This design comes from an exercise in tuning for small area on the open sky130 flow, not from production work. In this exercise RTL edits were held to simulation tests only and were not proved equivalent to the original. Power is estimated from default activity; no workload was simulated.

### design/flow/design.v
module TopModule(scanline_horizontal,scanline_vertical,player_input,clk,rst,player_win,cpu_win,st,board1,board2,board3,board4,board5,board6,board7,board8,board9,cpu_en,cpu_select,turns,is_full,mode,mo1,mo0);
output [15:0]scanline_horizontal;
output [15:0]scanline_vertical;
output [1:0]board1,board2,board3,board4,board5,board6,board7,board8,board9;
output cpu_en;
output [8:0]cpu_select;
output player_win;
output cpu_win;
output [3:0]st;
output is_full;
output [3:0]turns;
output mo1,mo0;
input [8:0]player_input;
input clk,rst,mode;
wire player_en,player_done,cpu_done,clr,m_clk,ai_tick;
board b(clk,rst,player_input,cpu_select,board1,board2,board3,board4,board5,board6,board7,board8,board9,player_en,cpu_en,player_done,cpu_done,turns,clr);
board_full bf(board1,board2,board3,board4,board5,board6,board7,board8,board9,is_full);
controller ctrl(clk,rst,is_full,player_win,cpu_win,cpu_en,player_en,player_done,cpu_done,st,clr);
win_declarer wd(board1,board2,board3,board4,board5,board6,board7,board8,board9,player_win,cpu_win);
wave_to_scanline wts(board1,board2,board3,board4,board5,board6,board7,board8,board9,scanline_vertical,scanline_horizontal,clk,rst);
gameAI gAI(board1,board2,board3,board4,board5,board6,board7,board8,board9,cpu_en,cpu_select,rst,clk,ai_tick,turns,mode,mo1,mo0);
clkmod cm(clk,m_clk,rst,ai_tick);
endmodule
module board(clk,rst,select_player,select_cpu,board1,board2,board3,board4,board5,board6,board7,board8,board9,enable_player,enable_cpu,player_done,cpu_done,turns,clr);
input rst,clk;
input clr;
input [8:0]select_cpu;
input [8:0]select_player;
input enable_player, enable_cpu;
output reg [1:0]board1;
output reg [1:0]board2;
output reg [1:0]board3;
output reg [1:0]board4;
output reg [1:0]board5;
output reg [1:0]board6;
output reg [1:0]board7;
output reg [1:0]board8;
output reg [1:0]board9;
output reg player_done;
output reg cpu_done;
output reg [3:0]turns;
always@(posedge clk or posedge rst)
begin
	if(rst)
	begin
		board1<=2'b00;
		board2<=2'b00;
		board3<=2'b00;
		board4<=2'b00;
		board5<=2'b00;
		board6<=2'b00;
		board7<=2'b00;
		board8<=2'b00;
		board9<=2'b00;
		turns<=0;
		player_done<=0;
		cpu_done<=1;
	end
	else if(clr)
	begin
		board1<=2'b00;
		board2<=2'b00;
		board3<=2'b00;
		board4<=2'b00;
		board5<=2'b00;
		board6<=2'b00;
		board7<=2'b00;
		board8<=2'b00;
		board9<=2'b00;
		turns<=0;
		player_done<=0;
		cpu_done<=1;
	end
	else 
	begin
		if(select_player[1]==1'b1 && enable_player==1 && board2== 0)
		begin
			board2<={2'b01};
			player_done<=1;
			cpu_done<=0;
			turns<=turns+1;
		end
		else if(select_player[0]==1'b1&& enable_player==1&&board1== 0)
		begin
			board1<={2'b01};
			player_done<=1;
			cpu_done<=0;
			turns<=turns+1;
		end
		else if(select_player[2]==1'b1&& enable_player==1&&board3== 0)
		begin
			board3<={2'b01};
			player_done<=1;
			cpu_done<=0;
			turns<=turns+1;
		end
		else if(select_player[3]==1'b1&& enable_player==1&&board4== 0)
		begin
			board4<={2'b01};
			player_done<=1;
			cpu_done<=0;
			turns<=turns+1;
		end
		else if(select_player[4]==1'b1&& enable_player==1&&board5== 0)
		begin
			board5<={2'b01};
			player_done<=1;
			cpu_done<=0;
			turns<=turns+1;
		end
		else if(select_player[5]==1'b1&& enable_player==1&&board6== 0)
		begin
			board6<={2'b01};
			player_done<=1;
			cpu_done<=0;
			turns<=turns+1;
		end
		else if(select_player[6]==1'b1&& enable_player==1&&board7== 0)
		begin
			board7<={2'b01};
			player_done<=1;
			cpu_done<=0;
			turns<=turns+1;
		end
		else if(select_player[7]==1'b1&& enable_player==1&&board8== 0)
		begin
			board8<={2'b01};
			player_done<=1;
			cpu_done<=0;
			turns<=turns+1;
		end
		else if(select_player[8]==1'b1&& enable_player==1&&board9== 0)
		begin
			board9<={2'b01};
			player_done<=1;
			cpu_done<=0;
			turns<=turns+1;
		end
		else if(select_cpu[0]==1'b1&& enable_cpu==1&&board1== 0)
		begin
			board1<={2'b10};
			cpu_done<=1;
			player_done<=0;
		end
		else if(select_cpu[1]==1'b1&& enable_cpu==1&&board2== 0)
		begin
			board2<={2'b10};
			cpu_done<=1;
			player_done<=0;
		end
		else if(select_cpu[2]==1'b1&& enable_cpu==1&&board3== 0)
		begin
			board3<={2'b10};
			cpu_done<=1;
			player_done<=0;
		end
		else if(select_cpu[3]==1'b1&& enable_cpu==1&&board4== 0)
		begin
			board4<={2'b10};
			cpu_done<=1;
			player_done<=0;
		end
		else if(select_cpu[4]==1'b1&& enable_cpu==1&&board5== 0)
		begin
			board5<={2'b10};
			cpu_done<=1;
			player_done<=0;
		end
		else if(select_cpu[5]==1'b1&& enable_cpu==1&&board6== 0)
		begin
			board6<={2'b10};
			cpu_done<=1;
			player_done<=0;
		end
		else if(select_cpu[6]==1'b1&& enable_cpu==1&&board7== 0)
		begin
			board7<={2'b10};
			cpu_done<=1;
			player_done<=0;
		end
		else if(select_cpu[7]==1'b1&& enable_cpu==1&&board8==0)
		begin
			board8<={2'b10};
			cpu_done<=1;
			player_done<=0;
		end
		else if(select_cpu[8]==1'b1&& enable_cpu==1&&board9==0)
		begin
			board9<={2'b10};
			cpu_done<=1;
			player_done<=0;
		end
		else 
		begin
			board1<=board1;
			board2<=board2;
			board3<=board3;
			board4<=board4;
			board5<=board5;
			board6<=board6;
			board7<=board7;
			board8<=board8;
			board9<=board9;
		end
	end
end
endmodule 
module board_full(board1,board2,board3,board4,board5,board6,board7,board8,board9,is_full);
input [1:0]board1;
input [1:0]board2;
input [1:0]board3;
input [1:0]board4;
input [1:0]board5;
input [1:0]board6;
input [1:0]board7;
input [1:0]board8;
input [1:0]board9;
output is_full;
assign is_full = (board1[0]||board1[1])&&(board2[0]||board2[1])&&(board3[0]||board3[1])&&(board4[0]||board4[1])&&(board5[0]||board5[1])&&(board6[0]||board6[1])&&(board7[0]||board7[1])&&(board8[0]||board8[1])&&(board9[0]||board9[1]);
endmodule
module controller(clk,rst,full,player_win,cpu_win,cpu_input_en,player_input_en,player_done,cpu_done,state,clr);
parameter idle=2'b00;
parameter player=2'b01;
parameter cpu=2'b10;
parameter endgame=2'b11;
input clk,rst,full,player_win,cpu_win,player_done,cpu_done;
output reg cpu_input_en, player_input_en;
output reg[3:0]state;
output reg clr;
reg [1:0]cur_state,nxt_state;
always@(posedge clk or posedge rst)
begin
	if(rst)
	begin
		cur_state<=idle;
	end
	else 
	begin
		cur_state<=nxt_state;
	end
end
always@(posedge clk or posedge rst)
begin
	if(rst)
	begin
		state<=4'b0001;
		nxt_state<=player;
		cpu_input_en<=0;
		player_input_en<=0;
		clr<=1;
	end
	else
	begin
	if(cur_state==idle)
	begin
		state<=4'b0001;
		nxt_state<=player;
		cpu_input_en<=0;
		player_input_en<=0;
		clr<=1;
	end
	if(cur_state==player)
	begin
		clr<=0;
		state<=4'b0010;
		cpu_input_en<=0;
		player_input_en<=1;
		if (full==1 || player_win==1 || cpu_win==1)
		begin
			nxt_state<=endgame;
		end
		if(player_done==1 && full==0 && player_win==0 && cpu_win==0)
		begin
				nxt_state<=cpu;
		end
		if(player_done==0&& full==0 && player_win==0 && cpu_win==0)
		begin
				nxt_state<=player;
		end
	end
	if(cur_state==cpu)
	begin
		clr<=0;
		state<=4'b0100;
		cpu_input_en<=1;
		player_input_en<=0;
		if (full==1 || player_win==1 || cpu_win==1)
		begin
			nxt_state<=endgame;
		end
		if(cpu_done==1 && full==0 && player_win==0 && cpu_win==0)
		begin
			nxt_state<=player;
		end
		if(cpu_done==0&& full==0 && player_win==0 && cpu_win==0)
		begin
			nxt_state<=cpu;
		end
	end
	if(cur_state==endgame)
	begin
		clr<=0;
		state<=4'b1000;
		cpu_input_en<=0;
		player_input_en<=0;
	end
	end
end
endmodule
module win_declarer(board1,board2,board3,board4,board5,board6,board7,board8,board9,playerwin,cpuwin);
input [1:0]board1;
input [1:0]board2;
input [1:0]board3;
input [1:0]board4;
input [1:0]board5;
input [1:0]board6;
input [1:0]board7;
input [1:0]board8;
input [1:0]board9;
output reg playerwin;
output reg cpuwin;
always@(*)
begin
	if(board1[1]==1&&board2[1]==1&&board3[1]==1) 
	begin
		playerwin=0;
		cpuwin=1;
	end
	else if(board4[1]==1&&board5[1]==1&&board6[1]==1)
	begin
		playerwin=0;
		cpuwin=1;
	end
	else if(board7[1]==1&&board8[1]==1&&board9[1]==1) 
	begin
		playerwin=0;
		cpuwin=1;
	end
	else if(board1[1]==1&&board4[1]==1&&board7[1]==1)
	begin
		playerwin=0;
		cpuwin=1;
	end
	else if(board2[1]==1&&board5[1]==1&&board8[1]==1) 
	begin
		playerwin=0;
		cpuwin=1;
	end
	else if(board3[1]==1&&board6[1]==1&&board9[1]==1)
	begin
		playerwin=0;
		cpuwin=1;
	end
	else if(board1[1]==1&&board5[1]==1&&board9[1]==1)
	begin
		playerwin=0;
		cpuwin=1;
	end
	else if(board3[1]==1&&board5[1]==1&&board7[1]==1)
	begin
		playerwin=0;
		cpuwin=1;
	end
	else if(board1[0]==1&&board2[0]==1&&board3[0]==1) 
	begin
		playerwin=1;
		cpuwin=0;
	end
	else if(board4[0]==1&&board5[0]==1&&board6[0]==1)
	begin
		playerwin=1;
		cpuwin=0;
	end
	else if(board7[0]==1&&board8[0]==1&&board9[0]==1) 
	begin
		playerwin=1;
		cpuwin=0;
	end
	else if(board1[0]==1&&board4[0]==1&&board7[0]==1)
	begin
		playerwin=1;
		cpuwin=0;
	end
	else if(board2[0]==1&&board5[0]==1&&board8[0]==1) 
	begin
		playerwin=1;
		cpuwin=0;
	end
	else if(board3[0]==1&&board6[0]==1&&board9[0]==1)
	begin
		playerwin=1;
		cpuwin=0;
	end
	else if(board1[0]==1&&board5[0]==1&&board9[0]==1)
	begin
		playerwin=1;
		cpuwin=0;
	end
	else if(board3[0]==1&&board5[0]==1&&board7[0]==1)
	begin
		playerwin=1;
		cpuwin=0;
	end
	else
	begin
		playerwin=0;
		cpuwin=0;
	end
end
endmodule
module wave_to_scanline (board1,board2,board3,board4,board5,board6,board7,board8,board9,scanline_vertical,scanline_horizontal,clk,rst);
input [1:0]board1;
input [1:0]board2;
input [1:0]board3;
input [1:0]board4;
input [1:0]board5;
input [1:0]board6;
input [1:0]board7;
input [1:0]board8;
input [1:0]board9;
input clk,rst;
output reg[15:0]scanline_horizontal;
output reg[15:0]scanline_vertical;
reg [255:0]canvas;
reg [32:0]idx;
reg[4:0] scanline_counter;
reg [4:0]j;
always@(*)
begin
	canvas=255'b0;
	for(idx=0;idx<16;idx=idx+1)
	begin
		canvas[idx]=1;
	end
	for(idx=80;idx<96;idx=idx+1)
	begin
		canvas[idx]=1;
	end
	for(idx=160;idx<176;idx=idx+1)
	begin
		canvas[idx]=1;
	end
	for(idx=240;idx<256;idx=idx+1)
	begin
		canvas[idx]=1;
	end
	for(idx=0;idx<241;idx=idx+16)
	begin
		canvas[idx]=1;
	end
	for(idx=5;idx<246;idx=idx+16)
	begin
		canvas[idx]=1;
	end
	for(idx=10;idx<251;idx=idx+16)
	begin
		canvas[idx]=1;
	end
	for(idx=15;idx<256;idx=idx+16)
	begin
		canvas[idx]=1;
	end
	if(board1[0]==1)
	begin
		for(idx=17;idx<21;idx=idx+1)
		begin
			canvas[idx]=1;
		end
		for(idx=33;idx<37;idx=idx+1)
		begin
			canvas[idx]=1;
		end
		for(idx=49;idx<53;idx=idx+1)
		begin
			canvas[idx]=1;
		end
		for(idx=65;idx<69;idx=idx+1)
		begin
			canvas[idx]=1;
		end
	end
	if(board2[0]==1)
	begin
		for(idx=22;idx<26;idx=idx+1)
		begin
			canvas[idx]=1;
		end
		for(idx=38;idx<42;idx=idx+1)
		begin
			canvas[idx]=1;
		end
		for(idx=54;idx<58;idx=idx+1)
		begin
			canvas[idx]=1;
		end
		for(idx=70;idx<74;idx=idx+1)
		begin
			canvas[idx]=1;
		end
	end
	if(board3[0]==1)
	begin
		for(idx=27;idx<31;idx=idx+1)
		begin
			canvas[idx]=1;
		end
		for(idx=43;idx<47;idx=idx+1)
		begin
			canvas[idx]=1;
		end
		for(idx=59;idx<63;idx=idx+1)
		begin
			canvas[idx]=1;
		end
		for(idx=75;idx<79;idx=idx+1)
		begin
			canvas[idx]=1;
		end
	end
	if(board4[0]==1)
	begin
		for(idx=97;idx<101;idx=idx+1)
		begin
			canvas[idx]=1;
		end
		for(idx=113;idx<117;idx=idx+1)
		begin
			canvas[idx]=1;
		end
		for(idx=129;idx<133;idx=idx+1)
		begin
			canvas[idx]=1;
		end
		for(idx=145;idx<149;idx=idx+1)
		begin
			canvas[idx]=1;
		end
	end
	if(board5[0]==1)
	begin
		for(idx=102;idx<106;idx=idx+1)
		begin
			canvas[idx]=1;
		end
		for(idx=118;idx<123;idx=idx+1)
		begin
			canvas[idx]=1;
		end
		for(idx=134;idx<138;idx=idx+1)
		begin
			canvas[idx]=1;
		end
		for(idx=150;idx<154;idx=idx+1)
		begin
			canvas[idx]=1;
		end
	end
	if(board6[0]==1)
	begin
		for(idx=107;idx<111;idx=idx+1)
		begin
			canvas[idx]=1;
		end
		for(idx=123;idx<127;idx=idx+1)
		begin
			canvas[idx]=1;
		end
		for(idx=139;idx<143;idx=idx+1)
		begin
			canvas[idx]=1;
		end
		for(idx=155;idx<159;idx=idx+1)
		begin
			canvas[idx]=1;
		end
	end
	if(board7[0]==1)
	begin
		for(idx=177;idx<181;idx=idx+1)
		begin
			canvas[idx]=1;
		end
		for(idx=193;idx<197;idx=idx+1)
		begin
			canvas[idx]=1;
		end
		for(idx=209;idx<213;idx=idx+1)
		begin
			canvas[idx]=1;
		end
		for(idx=225;idx<229;idx=idx+1)
		begin
			canvas[idx]=1;
		end
	end
	if(board8[0]==1)
	begin
		for(idx=182;idx<186;idx=idx+1)
		begin
			canvas[idx]=1;
		end
		for(idx=198;idx<202;idx=idx+1)
		begin
			canvas[idx]=1;
		end
		for(idx=214;idx<218;idx=idx+1)
		begin
			canvas[idx]=1;
		end
		for(idx=230;idx<234;idx=idx+1)
		begin
			canvas[idx]=1;
		end
	end
	if(board9[0]==1)
	begin
		for(idx=187;idx<191;idx=idx+1)
		begin
			canvas[idx]=1;
		end
		for(idx=203;idx<207;idx=idx+1)
		begin
			canvas[idx]=1;
		end
		for(idx=219;idx<223;idx=idx+1)
		begin
			canvas[idx]=1;
		end
		for(idx=235;idx<239;idx=idx+1)
		begin
			canvas[idx]=1;
		end
	end
	if(board1[1]==1)
	begin
		canvas[17]=1;
		canvas[34]=1;
		canvas[51]=1;
		canvas[68]=1;
	end
	if(board2[1]==1)
	begin
		canvas[22]=1;
		canvas[39]=1;
		canvas[56]=1;
		canvas[73]=1;
	end
	if(board3[1]==1)
	begin
		canvas[27]=1;
		canvas[44]=1;
		canvas[61]=1;
		canvas[78]=1;
	end
	if(board4[1]==1)
	begin
		canvas[97]=1;
		canvas[114]=1;
		canvas[131]=1;
		canvas[148]=1;
	end
	if(board5[1]==1)
	begin
		canvas[102]=1;
		canvas[119]=1;
		canvas[136]=1;
		canvas[153]=1;
	end
	if(board6[1]==1)
	begin
		canvas[107]=1;
		canvas[124]=1;
		canvas[141]=1;
		canvas[158]=1;
	end
	if(board7[1]==1)
	begin
		canvas[177]=1;
		canvas[194]=1;
		canvas[211]=1;
		canvas[228]=1;
	end
	if(board8[1]==1)
	begin
		canvas[182]=1;
		canvas[199]=1;
		canvas[216]=1;
		canvas[233]=1;
	end
	if(board9[1]==1)
	begin
		canvas[187]=1;
		canvas[204]=1;
		canvas[221]=1;
		canvas[238]=1;
	end
end
always@(posedge clk or posedge rst)
begin
	if(rst)
	begin
		scanline_vertical<=16'b0000_0000_0000_0000;
		scanline_horizontal<=16'b0000_0000_0000_0000;
		scanline_counter<=5'd0;
	end
	else
	begin
		for(j=0;j<16;j=j+1)
		begin
			scanline_vertical[j[3:0]]<=(scanline_counter==j);
			scanline_horizontal[j[3:0]]<=canvas[{j[3:0],scanline_counter[3:0]}];
		end
		if(scanline_counter+5'd1==16)
			scanline_counter<=5'd0;
		else
			scanline_counter<=scanline_counter+5'd1;
	end
end
endmodule
module gameAI(board1,board2,board3,board4,board5,board6,board7,board8,board9,en,select,rst,clk,tick,turns,mode,mode_out1,mode_out0);
input [1:0]board1;
input [1:0]board2;
input [1:0]board3;
input [1:0]board4;
input [1:0]board5;
input [1:0]board6;
input [1:0]board7;
input [1:0]board8;
input [1:0]board9;
input en,rst,clk,tick;
input mode;
input [3:0]turns;
reg [8:0]outans;
output [8:0]select;
output mode_out1,mode_out0;
assign select = en?outans:9'b0_0000_0000;
assign mode_out1=mode;
assign mode_out0=~mode;
reg[1:0] random;
wire[1:0] random_nxt = random+2'd1;
always@(posedge clk or posedge rst)
begin
if(rst)
	begin
	outans<=9'b0_0000_0000;
	random<=2'b00;
	end
else if(tick)
begin
if(!en)
	begin
	outans<=9'b0_0000_0000;
	random<=random_nxt;
	end
else
	begin
		random<=random_nxt;
		if(turns==1)
		begin
			if(board5[0]==1)
			begin
				outans<={9'b1_0000_0000};
			end
			else
			begin
				outans<={9'b0_0001_0000};
			end
		end
		else 
		begin
			if(mode==1)
				begin
				if((board3[1]&&board2[1]&&(~board1[1])&&(~board1[0]))||(board4[1]&&board7[1]&&(~board1[1])&&(~board1[0]))||(board5[1]&&board9[1]&&(~board1[0])&&(~board1[1])))
				begin
					outans<={9'b0_0000_0001};
				end
				else if((board1[1]&&board3[1]&&(~board2[1])&&(~board2[0]))||(board5[1]&&board8[1]&&(~board2[1])&&(~board2[0])))
				begin
					outans<={9'b0_0000_0010};
				end
				else if((board1[1]&&board2[1]&&(~board3[1])&&(~board3[0]))||(board6[1]&&board9[1]&&(~board3[1])&&(~board3[0]))||(board5[1]&&board7[1]&&(~board3[0])&&(~board3[1])))
				begin
					outans<={9'b0_0000_0100};
				end
				else if((board1[1]&&board7[1]&&(~board4[1])&&(~board4[0]))||(board5[1]&&board6[1]&&(~board4[1])&&(~board4[0])))
				begin
					outans<={9'b0_0000_1000};
				end
				else if((board5[1]&&board4[1]&&(~board6[1])&&(~board6[0]))||(board9[1]&&board3[1]&&(~board6[1])&&(~board6[0])))
				begin
					outans<={9'b0_0010_0000};
				end
				else if((board3[1]&&board5[1]&&(~board7[1])&&(~board7[0]))||(board1[1]&&board4[1]&&(~board7[1])&&(~board7[0]))||(board8[1]&&board9[1]&&(~board7[0])&&(~board7[1])))
				begin
					outans<={9'b0_0100_0000};
				end
				else if((board2[1]&&board5[1]&&(~board8[1])&&(~board8[0]))||(board7[1]&&board9[1]&&(~board8[1])&&(~board8[0])))
				begin
					outans<={9'b0_1000_0000};
				end
				else if((board1[1]&&board7[1]&&(~board4[1])&&(~board4[0]))||(board5[1]&&board6[1]&&(~board4[1])&&(~board4[0]))||(board4[1]&&board7[1]&&(~board1[0])&&(~board1[1])))
				begin
					outans<={9'b0_0000_1000};
				end
				else if((board1[1]&&board9[1]&&(~board5[1])&&(~board5[0]))||(board2[1]&&board8[1]&&(~board5[1])&&(~board5[0]))||(board3[1]&&board7[1]&&(~board5[0])&&(~board5[1]))||(board4[1]&&board6[1]&&(~board5[1])&&(~board5[0]))||(board2[1]&&board8[1]&&(~board5[0])&&(~board5[1])))
				begin
					outans<={9'b0_0001_0000};
				end
				else if((board5[0]&&board9[0]&&(~board1[0])&&(~board1[1]))||(board2[0]&&board3[0]&&(~board1[0])&&(~board1[1]))||(board4[0]&&board7[0]&&(~board1[0])&&(~board1[1])))
				begin
					outans<={9'b0_0000_0001};
				end
				else if((board1[0]&&board3[0]&&(~board2[0])&&(~board2[1]))||(board5[0]&&board8[0]&&(~board2[0])&&(~board2[1])))
				begin
					outans<={9'b0_0000_0010};
				end
				else if((board1[0]&&board2[0]&&(~board3[0])&&(~board3[1]))||(board6[0]&&board9[0]&&(~board3[0])&&(~board3[1]))||(board5[0]&&board7[0]&&(~board3[0])&&(~board3[1])))
				begin
					outans<={9'b0_0000_0100};
				end
				else if((board1[0]&&board7[0]&&(~board4[0])&&(~board4[1]))||(board5[0]&&board6[0]&&(~board4[0])&&(~board4[1])))
				begin
					outans<={9'b0_0000_1000};
				end
				else if((board5[0]&&board4[0]&&(~board6[0])&&(~board6[1]))||(board9[0]&&board3[0]&&(~board6[0])&&(~board6[1])))
				begin
					outans<={9'b0_0010_0000};
				end
				else if((board3[0]&&board5[0]&&(~board7[0])&&(~board7[1]))||(board1[0]&&board4[0]&&(~board7[0])&&(~board7[1]))||(board8[0]&&board9[0]&&(~board7[0])&&(~board7[1])))
				begin
					outans<={9'b0_0100_0000};
				end
				else if((board2[0]&&board5[0]&&(~board8[0])&&(~board8[1]))||(board7[0]&&board9[0]&&(~board8[0])&&(~board8[1])))
				begin
					outans<={9'b0_1000_0000};
				end
				else if((board8[0]&&board7[0]&&(~board9[0])&&(~board9[1]))||(board3[0]&&board6[0]&&(~board9[0])&&(~board9[1]))||(board1[0]&&board5[0]&&(~board9[0])&&(~board9[1])))
				begin
					outans<={9'b1_0000_0000};
				end
				else if(turns==2)
				begin
					if((board1[0]&&board9[0]&&board5[1])||(board3[0]&&board7[0]&&board5[1]))
					begin
						outans<={9'b0_0000_0010};
					end
					if((board1[1]&&board5[0]&&board9[0]))
					begin
						outans<={9'b0_0000_0100};
					end
					if((board1[0]&&board5[0]&&board9[1]))
					begin
						outans<={9'b0_0100_0000};
					end
					if((board3[1]&&board5[0]&&board7[0]))
					begin
						outans<={9'b0_0000_0001};
					end
					if((board3[0]&&board5[0]&&board7[1]))
					begin
						outans<={9'b1_0000_0000};
					end
					if(board5[1]&&board2[0]&&board6[0])
					begin
						outans<={9'b0_0000_0100};
					end
					if(board5[1]&&board2[0]&&board4[0])
					begin
						outans<={9'b0_0000_0001};
					end
					if(board8[0]&&board4[0]&&board5[1])
					begin
						outans<={9'b0_0100_0000};
					end
					if(board8[0]&&board6[0]&&board5[1])
					begin
						outans<={9'b1_0000_0000};
					end
					if(board4[0]&&board5[1]&&board6[0])
					begin
						outans<={9'b0_0000_0010};
					end
					if(board2[0]&&board5[1]&&board8[0])
					begin
						outans<={9'b0_0010_0000};
					end
					if(board1[0]&&board5[1]&&board8[0])
					begin
						outans<={9'b1_0000_0000};
					end
					if(board7[0]&&board5[1]&&board6[0])
					begin
						outans<={9'b0_0000_0100};
					end
					if(board2[0]&&board5[1]&&board9[0])
					begin
						outans<={9'b0_0000_0001};
					end
					if(board3[0]&&board5[1]&&board4[0])
					begin
						outans<={9'b0_0100_0000};
					end
					if(board3[0]&&board5[1]&&board8[0])
					begin
						outans<={9'b0_0100_0000};
					end
					if(board1[0]&&board5[1]&&board6[0])
					begin
						outans<={9'b1_0000_0000};
					end
					if(board2[0]&&board5[1]&&board7[0])
					begin
						outans<={9'b0_0000_0100};
					end
					if(board9[0]&&board5[1]&&board4[0])
					begin
						outans<={9'b0_0000_0001};
					end
				end
				else 
				begin
				if(random_nxt==1)
				begin
					if(board5[0]==0&&board5[1]==0)
					begin
						outans<={9'b0_0001_0000};
					end
					else if(board3[0]==0&&board3[1]==0)
					begin
						outans<={9'b0_0000_0100};
					end
					else if(board7[0]==0&&board7[1]==0)
					begin
						outans<={9'b0_0100_0000};
					end
					else if(board1[0]==0&&board1[1]==0)
					begin
						outans<={9'b0_0000_0001};
					end
					else if(board9[0]==0&&board9[1]==0)
					begin
						outans<={9'b1_0000_0000};
					end
					else if(board4[0]==0&&board4[1]==0)
					begin
						outans<={9'b0_0000_1000};
					end
					else if(board6[0]==0&&board6[1]==0)
					begin
						outans<={9'b0_0010_0000};
					end
					else if(board2[0]==0&&board2[1]==0)
					begin
						outans<={9'b0_0000_0010};
					end
					else if(board8[0]==0&&board8[1]==0)
					begin
						outans<={9'b0_1000_0000};
					end
					else
					begin
						outans<={9'b0_0000_0000};
					end
				end
				else if(random_nxt==2)
				begin
					if(board5[0]==0&&board5[1]==0)
					begin
						outans<={9'b0_0001_0000};
					end
					else if(board7[0]==0&&board7[1]==0)
					begin
						outans<={9'b0_0100_0000};
					end
					else if(board1[0]==0&&board1[1]==0)
					begin
						outans<={9'b0_0000_0001};
					end
					else if(board9[0]==0&&board9[1]==0)
					begin
						outans<={9'b1_0000_0000};
					end
					else if(board3[0]==0&&board3[1]==0)
					begin
						outans<={9'b0_0000_0100};
					end
					else if(board2[0]==0&&board2[1]==0)
					begin
						outans<={9'b0_0000_0010};
					end
					else if(board8[0]==0&&board8[1]==0)
					begin
						outans<={9'b0_1000_0000};
					end
					else if(board4[0]==0&&board4[1]==0)
					begin
						outans<={9'b0_0000_1000};
					end
					else if(board6[0]==0&&board6[1]==0)
					begin
						outans<={9'b0_0010_0000};
					end
					else
					begin
						outans<={9'b0_0000_0000};
					end
				end
				else if(random_nxt==3)
				begin
					if(board5[0]==0&&board5[1]==0)
					begin
						outans<={9'b0_0001_0000};
					end
					else if(board9[0]==0&&board9[1]==0)
					begin
						outans<={9'b1_0000_0000};
					end
					else if(board3[0]==0&&board3[1]==0)
					begin
						outans<={9'b0_0000_0100};
					end
					else if(board7[0]==0&&board7[1]==0)
					begin
						outans<={9'b0_0100_0000};
					end
					else if(board1[0]==0&&board1[1]==0)
					begin
						outans<={9'b0_0000_0001};
					end
					else if(board2[0]==0&&board2[1]==0)
					begin
						outans<={9'b0_0000_0010};
					end
					else if(board4[0]==0&&board4[1]==0)
					begin
						outans<={9'b0_0000_1000};
					end
					else if(board6[0]==0&&board6[1]==0)
					begin
						outans<={9'b0_0010_0000};
					end
					else if(board8[0]==0&&board8[1]==0)
					begin
						outans<={9'b0_1000_0000};
					end
					else
					begin
						outans<={9'b0_0000_0000};
					end
				end
				else if(random_nxt==0)
				begin
					if(board5[0]==0&&board5[1]==0)
					begin
						outans<={9'b0_0001_0000};
					end
					else if(board1[0]==0&&board1[1]==0)
					begin
						outans<={9'b0_0000_0001};
					end
					else if(board3[0]==0&&board3[1]==0)
					begin
						outans<={9'b0_0000_0100};
					end
					else if(board9[0]==0&&board9[1]==0)
					begin
						outans<={9'b1_0000_0000};
					end
					else if(board7[0]==0&&board7[1]==0)
					begin
						outans<={9'b0_0100_0000};
					end
					else if(board4[0]==0&&board4[1]==0)
					begin
						outans<={9'b0_0000_1000};
					end
					else if(board6[0]==0&&board6[1]==0)
					begin
						outans<={9'b0_0010_0000};
					end
					else if(board2[0]==0&&board2[1]==0)
					begin
						outans<={9'b0_0000_0010};
					end
					else if(board8[0]==0&&board8[1]==0)
					begin
						outans<={9'b0_1000_0000};
					end
					else
					begin
						outans<={9'b0_0000_0000};
					end
				end
			end
			end
			else if(mode==0)
			begin
				if((board5[0]&&board9[0]&&(~board1[0])&&(~board1[1]))||(board2[0]&&board3[0]&&(~board1[0])&&(~board1[1]))||(board4[0]&&board7[0]&&(~board1[0])&&(~board1[1])))
				begin
					outans<={9'b0_0000_0001};
				end
				else if((board1[0]&&board3[0]&&(~board2[0])&&(~board2[1]))||(board5[0]&&board8[0]&&(~board2[0])&&(~board2[1])))
				begin
					outans<={9'b0_0000_0010};
				end
				else if((board1[0]&&board2[0]&&(~board3[0])&&(~board3[1]))||(board6[0]&&board9[0]&&(~board3[0])&&(~board3[1]))||(board5[0]&&board7[0]&&(~board3[0])&&(~board3[1])))
				begin
					outans<={9'b0_0000_0100};
				end
				else if((board1[0]&&board7[0]&&(~board4[0])&&(~board4[1]))||(board5[0]&&board6[0]&&(~board4[0])&&(~board4[1])))
				begin
					outans<={9'b0_0000_1000};
				end
				else if((board5[0]&&board4[0]&&(~board6[0])&&(~board6[1]))||(board9[0]&&board3[0]&&(~board6[0])&&(~board6[1])))
				begin
					outans<={9'b0_0010_0000};
				end
				else if((board3[0]&&board5[0]&&(~board7[0])&&(~board7[1]))||(board1[0]&&board4[0]&&(~board7[0])&&(~board7[1]))||(board8[0]&&board9[0]&&(~board7[0])&&(~board7[1])))
				begin
					outans<={9'b0_0100_0000};
				end
				else if((board2[0]&&board5[0]&&(~board8[0])&&(~board8[1]))||(board7[0]&&board9[0]&&(~board8[0])&&(~board8[1])))
				begin
					outans<={9'b0_1000_0000};
				end
				else if((board8[0]&&board7[0]&&(~board9[0])&&(~board9[1]))||(board3[0]&&board6[0]&&(~board9[0])&&(~board9[1]))||(board1[0]&&board5[0]&&(~board9[0])&&(~board9[1])))
				begin
					outans<={9'b1_0000_0000};
				end
				else if((board3[1]&&board2[1]&&(~board1[1])&&(~board1[0]))||(board4[1]&&board7[1]&&(~board1[1])&&(~board1[0]))||(board5[1]&&board9[1]&&(~board1[0])&&(~board1[1])))
				begin
					outans<={9'b0_0000_0001};
				end
				else if((board1[1]&&board3[1]&&(~board2[1])&&(~board2[0]))||(board5[1]&&board8[1]&&(~board2[1])&&(~board2[0])))
				begin
					outans<={9'b0_0000_0010};
				end
				else if((board1[1]&&board2[1]&&(~board3[1])&&(~board3[0]))||(board6[1]&&board9[1]&&(~board3[1])&&(~board3[0]))||(board5[1]&&board7[1]&&(~board3[0])&&(~board3[1])))
				begin
					outans<={9'b0_0000_0100};
				end
				else if((board1[1]&&board7[1]&&(~board4[1])&&(~board4[0]))||(board5[1]&&board6[1]&&(~board4[1])&&(~board4[0])))
				begin
					outans<={9'b0_0000_1000};
				end
				else if((board5[1]&&board4[1]&&(~board6[1])&&(~board6[0]))||(board9[1]&&board3[1]&&(~board6[1])&&(~board6[0])))
				begin
					outans<={9'b0_0010_0000};
				end
				else if((board3[1]&&board5[1]&&(~board7[1])&&(~board7[0]))||(board1[1]&&board4[1]&&(~board7[1])&&(~board7[0]))||(board8[1]&&board9[1]&&(~board7[0])&&(~board7[1])))
				begin
					outans<={9'b0_0100_0000};
				end
				else if((board2[1]&&board5[1]&&(~board8[1])&&(~board8[0]))||(board7[1]&&board9[1]&&(~board8[1])&&(~board8[0])))
				begin
					outans<={9'b0_1000_0000};
				end
				else if((board1[1]&&board7[1]&&(~board4[1])&&(~board4[0]))||(board5[1]&&board6[1]&&(~board4[1])&&(~board4[0]))||(board4[1]&&board7[1]&&(~board1[0])&&(~board1[1])))
				begin
					outans<={9'b0_0000_1000};
				end
				else if((board1[1]&&board9[1]&&(~board5[1])&&(~board5[0]))||(board2[1]&&board8[1]&&(~board5[1])&&(~board5[0]))||(board3[1]&&board7[1]&&(~board5[0])&&(~board5[1]))||(board4[1]&&board6[1]&&(~board5[1])&&(~board5[0]))||(board2[1]&&board8[1]&&(~board5[0])&&(~board5[1])))
				begin
					outans<={9'b0_0001_0000};
				end
				else if(turns==2)
				begin
					if((board1[0]&&board9[0]&&board5[1])||(board3[0]&&board7[0]&&board5[1]))
					begin
						outans<={9'b0_0000_0010};
					end
					if((board1[1]&&board5[0]&&board9[0]))
					begin
						outans<={9'b0_0000_0100};
					end
					if((board1[0]&&board5[0]&&board9[1]))
					begin
						outans<={9'b0_0100_0000};
					end
					if((board3[1]&&board5[0]&&board7[0]))
					begin
						outans<={9'b0_0000_0001};
					end
					if((board3[0]&&board5[0]&&board7[1]))
					begin
						outans<={9'b1_0000_0000};
					end
					if(board5[1]&&board2[0]&&board6[0])
					begin
						outans<={9'b0_0000_0100};
					end
					if(board5[1]&&board2[0]&&board4[0])
					begin
						outans<={9'b0_0000_0001};
					end
					if(board8[0]&&board4[0]&&board5[1])
					begin
						outans<={9'b0_0100_0000};
					end
					if(board8[0]&&board6[0]&&board5[1])
					begin
						outans<={9'b1_0000_0000};
					end
					if(board4[0]&&board5[1]&&board6[0])
					begin
						outans<={9'b0_0000_0010};
					end
					if(board2[0]&&board5[1]&&board8[0])
					begin
						outans<={9'b0_0010_0000};
					end
					if(board1[0]&&board5[1]&&board8[0])
					begin
						outans<={9'b1_0000_0000};
					end
					if(board7[0]&&board5[1]&&board6[0])
					begin
						outans<={9'b0_0000_0100};
					end
					if(board2[0]&&board5[1]&&board9[0])
					begin
						outans<={9'b0_0000_0001};
					end
					if(board3[0]&&board5[1]&&board4[0])
					begin
						outans<={9'b0_0100_0000};
					end
					if(board3[0]&&board5[1]&&board8[0])
					begin
						outans<={9'b0_0100_0000};
					end
					if(board1[0]&&board5[1]&&board6[0])
					begin
						outans<={9'b1_0000_0000};
					end
					if(board2[0]&&board5[1]&&board7[0])
					begin
						outans<={9'b0_0000_0100};
					end
					if(board9[0]&&board5[1]&&board4[0])
					begin
						outans<={9'b0_0000_0001};
					end
				end
				else 
				begin
					if(board1[0]==0&&board1[1]==0)
					begin
						outans<={9'b0_0000_0001};
					end
					else if(board2[0]==0&&board2[1]==0)
					begin
						outans<={9'b0_0000_0010};
					end
					else if(board3[0]==0&&board3[1]==0)
					begin
						outans<={9'b0_0000_0100};
					end
					else if(board4[0]==0&&board4[1]==0)
					begin
						outans<={9'b0_0000_1000};
					end
					else if(board5[0]==0&&board5[1]==0)
					begin
						outans<={9'b0_0001_0000};
					end
					else if(board6[0]==0&&board6[1]==0)
					begin
						outans<={9'b0_0010_0000};
					end
					else if(board7[0]==0&&board7[1]==0)
					begin
						outans<={9'b0_0100_0000};
					end
					else if(board8[0]==0&&board8[1]==0)
					begin
						outans<={9'b0_1000_0000};
					end
					else if(board9[0]==0&&board9[1]==0)
					begin
						outans<={9'b1_0000_0000};
					end
					else
					begin
						outans<={9'b0_0000_0000};
					end
				end
			end
		end
	end
end
end
endmodule
module clkmod(clk,fout,rst,tick);
input clk,rst;
output reg fout;
output tick;
reg [6:0]out;
assign tick = (out==4'b00001) && !fout;
always@(posedge clk or posedge rst)
begin
if(rst==1)
begin
fout<=0;
out<=4'b1111;  
end
else if(rst==0)
begin
if(out==4'b00001)
begin
fout<=~fout;
out<=6'b111111;
end
else
out<=out-1;
end
end
endmodule
### design/flow/run.sh
#!/bin/bash
# synth_recipe.tcl (not shown) runs the flow's synth.tcl, then flattens the netlist and writes it again
# the make line also repeats each setting of config.mk as NAME=value (left out here)
make -C /OpenROAD-flow-scripts/flow DESIGN_CONFIG=/design/flow/config.mk WORK_HOME=/design/flow/orfs CLKGATE_MAP_FILE= SYNTH_SCRIPT=/design/flow/synth_recipe.tcl finish
### design/flow/config.mk
export PLATFORM = sky130hd
export DESIGN_NAME = TopModule
export DESIGN_NICKNAME = TopModule
export VERILOG_FILES = /design/flow/design.v
export SDC_FILE = /design/flow/constraint.sdc
export NUM_CORES = 4
export LEC_CHECK = 0
export CAP_MARGIN = 20
export CORE_MARGIN = 2
export CORE_UTILIZATION = 40
export SLEW_MARGIN = 20
### design/flow/constraint.sdc
create_clock -name core_clock -period 10.0 [get_ports {clk}]
set_input_delay 2.0000 -clock core_clock [delete_from_list [all_inputs] [get_ports {clk}]]
set_output_delay 2.0000 -clock core_clock [all_outputs]
set_load 0.01 [all_outputs]
==> flow_summary.json <==
{
  "critPathRequiredTime_ns": 8.00,
  "ctsResizeCount": 0,
  "htreeDepth": 3,
  "synth-simple-area-share_pct": 24.92,
  "cp.arrival_ns": 4.09,
  "initial_core_util_pct": 40.79,
  "synth_nets": 841,
  "port_buffers": 84,
  "worstMarginPinSlew_ns": 0.9566,
  "syn_inst": 816,
  "finalCriticalPeriod_ns": 6.091,
  "gp_congestion": 0.9554,
  "place_hpwl_mm": 17.35,
  "synthAdderAreaFrac_pct": 2.519,
  "area_growth_pct": 17.38,
  "clock_tree.root_cell": "clkbuf_16",
  "via_per_inst": 6.384,
  "grt_pass1_vias": 6448,
  "async_flop_share_pct": 100.0,
  "end_kind": "output port",
  "finalHoldViolCount": 0,
  "seqPwrFrac_pct": 22.5,
  "rsz0062_at_grt": "no",
  "fillers": 1555,
  "antenna_cells": 0,
  "synthMuxAreaShare_pct": 0.9496,
  "cts_max_path_buffers": 2,
  "p_sw_share_pct": 52.63,
  "coreArea_um2": 15830,
  "irDropWorstVdd_v": 0.0001780,
  "die_h_um": 131.0,
  "grt_pass1_wl_mm": 37.50,
  "synth_top_family_by_area": "compound AO/OA/AOI/OAI gates",
  "first_iter_violations": 761,
  "critPathLaunchType": "primary input",
  "clk_pin_slew_ns": 0.07,
  "ys_ff_latch": 85,
  "synthFlopType": "dfrtp_1",
  "antenna_left": 0,
  "setup_viol": 0,
  "insertion_delay_ns": 0.35,
  "firstDrtPassIters": 6,
  "grt_start_max_net_pins": 59,
  "synth_xor_area_share_pct": 1.357,
  "max_freq_ghz": 0.1642,
  "wl_per_cell_um": 22.41,
  "synth_area_um2": 6456,
  "p_int_mw": 1.190,
  "rows": 46,
  "slew_headroom_pct": 35.99,
  "synth_warnings": 6,
  "p_clk_share_pct": 13.4,
  "drive_gt1_share_pct": 7.567,
  "cts_tree": "yes",
  "postLayoutCellArea_um2": 7579,
  "cts_sinks": 85,
  "fin_nets": 879,
  "cts_buffers": 9,
  "regArea_um2": 2136,
  "grt_overflow": 0,
  "min_period_over_period_pct": 60.91,
  "avgSynthCellArea_um2": 7.912,
  "p_per_area_nw_per_um2": 331.5,
  "slew_viol_final": 0,
  "yosysUniqueCellTypes": 82,
  "critical_path_class": "primary input to output port",
  "crit_fanout": 22,
  "wirelength_mm": 24.09,
  "die_w_um": 131.0,
  "dieArea_um2": 17170,
  "multi_input_area_um2": 3809,
  "netSwitchingPower_mw": 1.322,
  "seq_area_frac_synth_pct": 33.08,
  "clock_skew_ns": 0.01551,
  "p_leak_nw": 2.966,
  "synth_compound_area_share_pct": 29.19,
  "ctsHoldBuffers": 0,
  "tns_ns": 0,
  "drc": 0,
  "dr_total_vias": 6863,
  "worstHoldPathType": "flip-flop to flip-flop",
  "io_pins": 85,
  "combPwrFrac_pct": 64.1,
  "antenna_found_initial": 0,
  "max-cap-violations": 0,
  "grt_util_all_layers_pct": 28.89,
  "outcome": "finished clean",
  "placed_cell_area_um2": 7286,
  "synth_edf_count": 0,
  "cts_setup_buffers": 0
}
[metrics by stage]
step	setup WS (ns)	std cells	util [%]	total power [mW]	hold WS, ns
detailed placement	3.962	1059	46.03	2.128	0.3649
global route	3.848	1075	47.88	2.668	0.4040
global placement	4.023	1059	46.03	2.127	0.3602
finish	3.909	1075	47.88	2.512	0.3801
CTS	3.954	1075	47.88	2.475	0.3821
floorplan	5.486	816	-	1.627	0.3537
[layout make-up]
type | instances | area share, %
Inverter | 33 | 1.651
Clock inverter | 6 | 0.7099
Timing Repair Buffer | 98 | 12.48
Sequential cell | 85 | 28.18
Tap cell | 216 | 3.566
Multi-Input combinational cell | 627 | 50.26
Clock buffer | 10 | 3.153
[power by group through the flow]
| stage | registers [mW] | logic, mW | clock network (mW) |
|---|---|---|---|
| 2_1_floorplan | 0.525 | 1.10 | 0 |
| 3_3_place_gp | 0.563 | 1.56 | 0 |
| 3_5_place_dp | 0.568 | 1.56 | 0 |
| 4_1_cts | 0.562 | 1.57 | 0.343 |
| 5_1_grt | 0.576 | 1.74 | 0.355 |
| 6_report | 0.566 | 1.61 | 0.336 |
[registers in the layout, summed over array words and instances (netlist names), 4 cells and up]
signal	count
b.turns	4
cm.out	7
ctrl.state	4
gAI.outans	9
wts.scanline_counter	5
wts.scanline_horizontal	13
wts.scanline_vertical	16
[layer usage]
| layer | vias to the layer above | global-route usage [%] | wire length (um) |
|---|---|---|---|
| met3 | 67 | 5.822 | 2073 |
| li1 | 3094 | - | - |
| met5 | - | 0 | 0 |
| met1 | 3306 | 39.51 | 10210 |
| met4 | 0 | 10.89 | 916 |
| met2 | 396 | 45.17 | 10890 |
[cells in the final DEF (no fill, tap or decap), drive strengths merged, types with 6 or more instances in the layout]
cell           count
a211oi             9
a21o              10
a21oi             53
a221oi             7
a222oi             8
a22o               7
a22oi             12
a31oi             22
and2              12
and3               8
buf               14
clkbuf            10
clkdlybuf4s50     84
clkinv             7
dfrtp             78
dfstp              7
ha                13
inv               31
nand2             76
nand2b             9
nand3             26
nand4             12
nor2             110
nor3              16
nor4              15
nor4bb             6
o2111ai            6
o21ai             52
o221ai             6
o22ai             14
or2               12
or3                9
[cell families after synthesis]
family	after synthesis
buffers and inverters	104
xor gates and xnor gates	10
other	1
muxes	6
AOI/OAI and AO/OA	269
DFF	85
adders and majority gates	13
and+or+nand+nor	328
[worst max-delay path: stages]
cell and delay, ns:
clkdlybuf4s50_1 1.03, clkinv_1 0.47, clkdlybuf4s50_1 0.59
[cells in the mapped netlist (7+ instances only)]
master | count | share of area (%)
nor2_1 | 108 | 6.3
dfstp_2 | 7 | 2.8
and2_1 | 12 | 1.2
buf_2 | 16 | 1.2
nand3_1 | 26 | 2.0
buf_1 | 7 | 0.41
nand4_1 | 12 | 1.2
inv_1 | 29 | 1.7
a221oi_1 | 7 | 0.95
a21oi_1 | 52 | 4.0
or2_2 | 8 | 0.78
dfrtp_1 | 78 | 30
a31oi_1 | 21 | 2.0
o22ai_1 | 12 | 1.2
ha_1 | 13 | 2.5
nand2b_1 | 9 | 0.87
a211oi_1 | 9 | 1.0
a21o_1 | 10 | 1.2
a22oi_1 | 12 | 1.4
buf_6 | 8 | 1.4
a22o_1 | 7 | 0.95
buf_4 | 8 | 0.93
o21ai_0 | 49 | 3.8
and3_1 | 8 | 0.78
nor3_1 | 15 | 1.2
nand2_1 | 76 | 4.4
or3_1 | 9 | 0.87
clkbuf_1 | 31 | 1.8
nor4_1 | 13 | 1.3
a222oi_1 | 8 | 1.2
[worst paths after layout]
check                                            start  slack [ns]                     endpoint  depth (start not counted)
setup / recovery                                  mode        3.91                          mo0                          3
hold / removal             ctrl.nxt_state[1]$_DFF_PP0_        0.38  ctrl.cur_state[1]$_DFF_PP0_                          0
setup reg to reg               b.board2[1]$_DFFE_PP0P_        6.38    gAI.outans[8]$_DFFE_PP0P_                          7
hold reg to reg            ctrl.nxt_state[1]$_DFF_PP0_        0.38  ctrl.cur_state[1]$_DFF_PP0_                          0
max in group asynchronous                          rst        6.63      b.board9[1]$_DFFE_PP0P_                          3
min in group asynchronous                          rst        2.23          cm.fout$_DFFE_PP0P_                          2

==> re-timing with driven ports <==
The results above use ideal ports. As a check the final layout listed here was re-extracted and re-timed, cells and wires unchanged. Step 1 (the two cells are an assumption about what drives the block):
set clk [get_ports {clk}]
set_driving_cell -lib_cell sky130_fd_sc_hd__clkbuf_16 $clk
set_driving_cell -lib_cell sky130_fd_sc_hd__buf_2 [delete_from_list [all_inputs] $clk]
Step 2, shift: input delay + t, output delay - t, t = (earliest + latest rising clock arrival at the registers) / 2. This alone moves slack from input paths to output paths. Three values: ideal, step 1, step 2; two values: the first two.
t, ns: 0.390
slack for setup (ns): 3.909 / 3.887 / 3.887
hold slack, ns: 0.380 / 0.380 / 0.380
worst slew at a driven data input, ns: 0.04
After both steps setup and hold are still met in this run. The setup slack of this run moves by -0.022 ns with the drivers and by -0.022 ns with both steps.
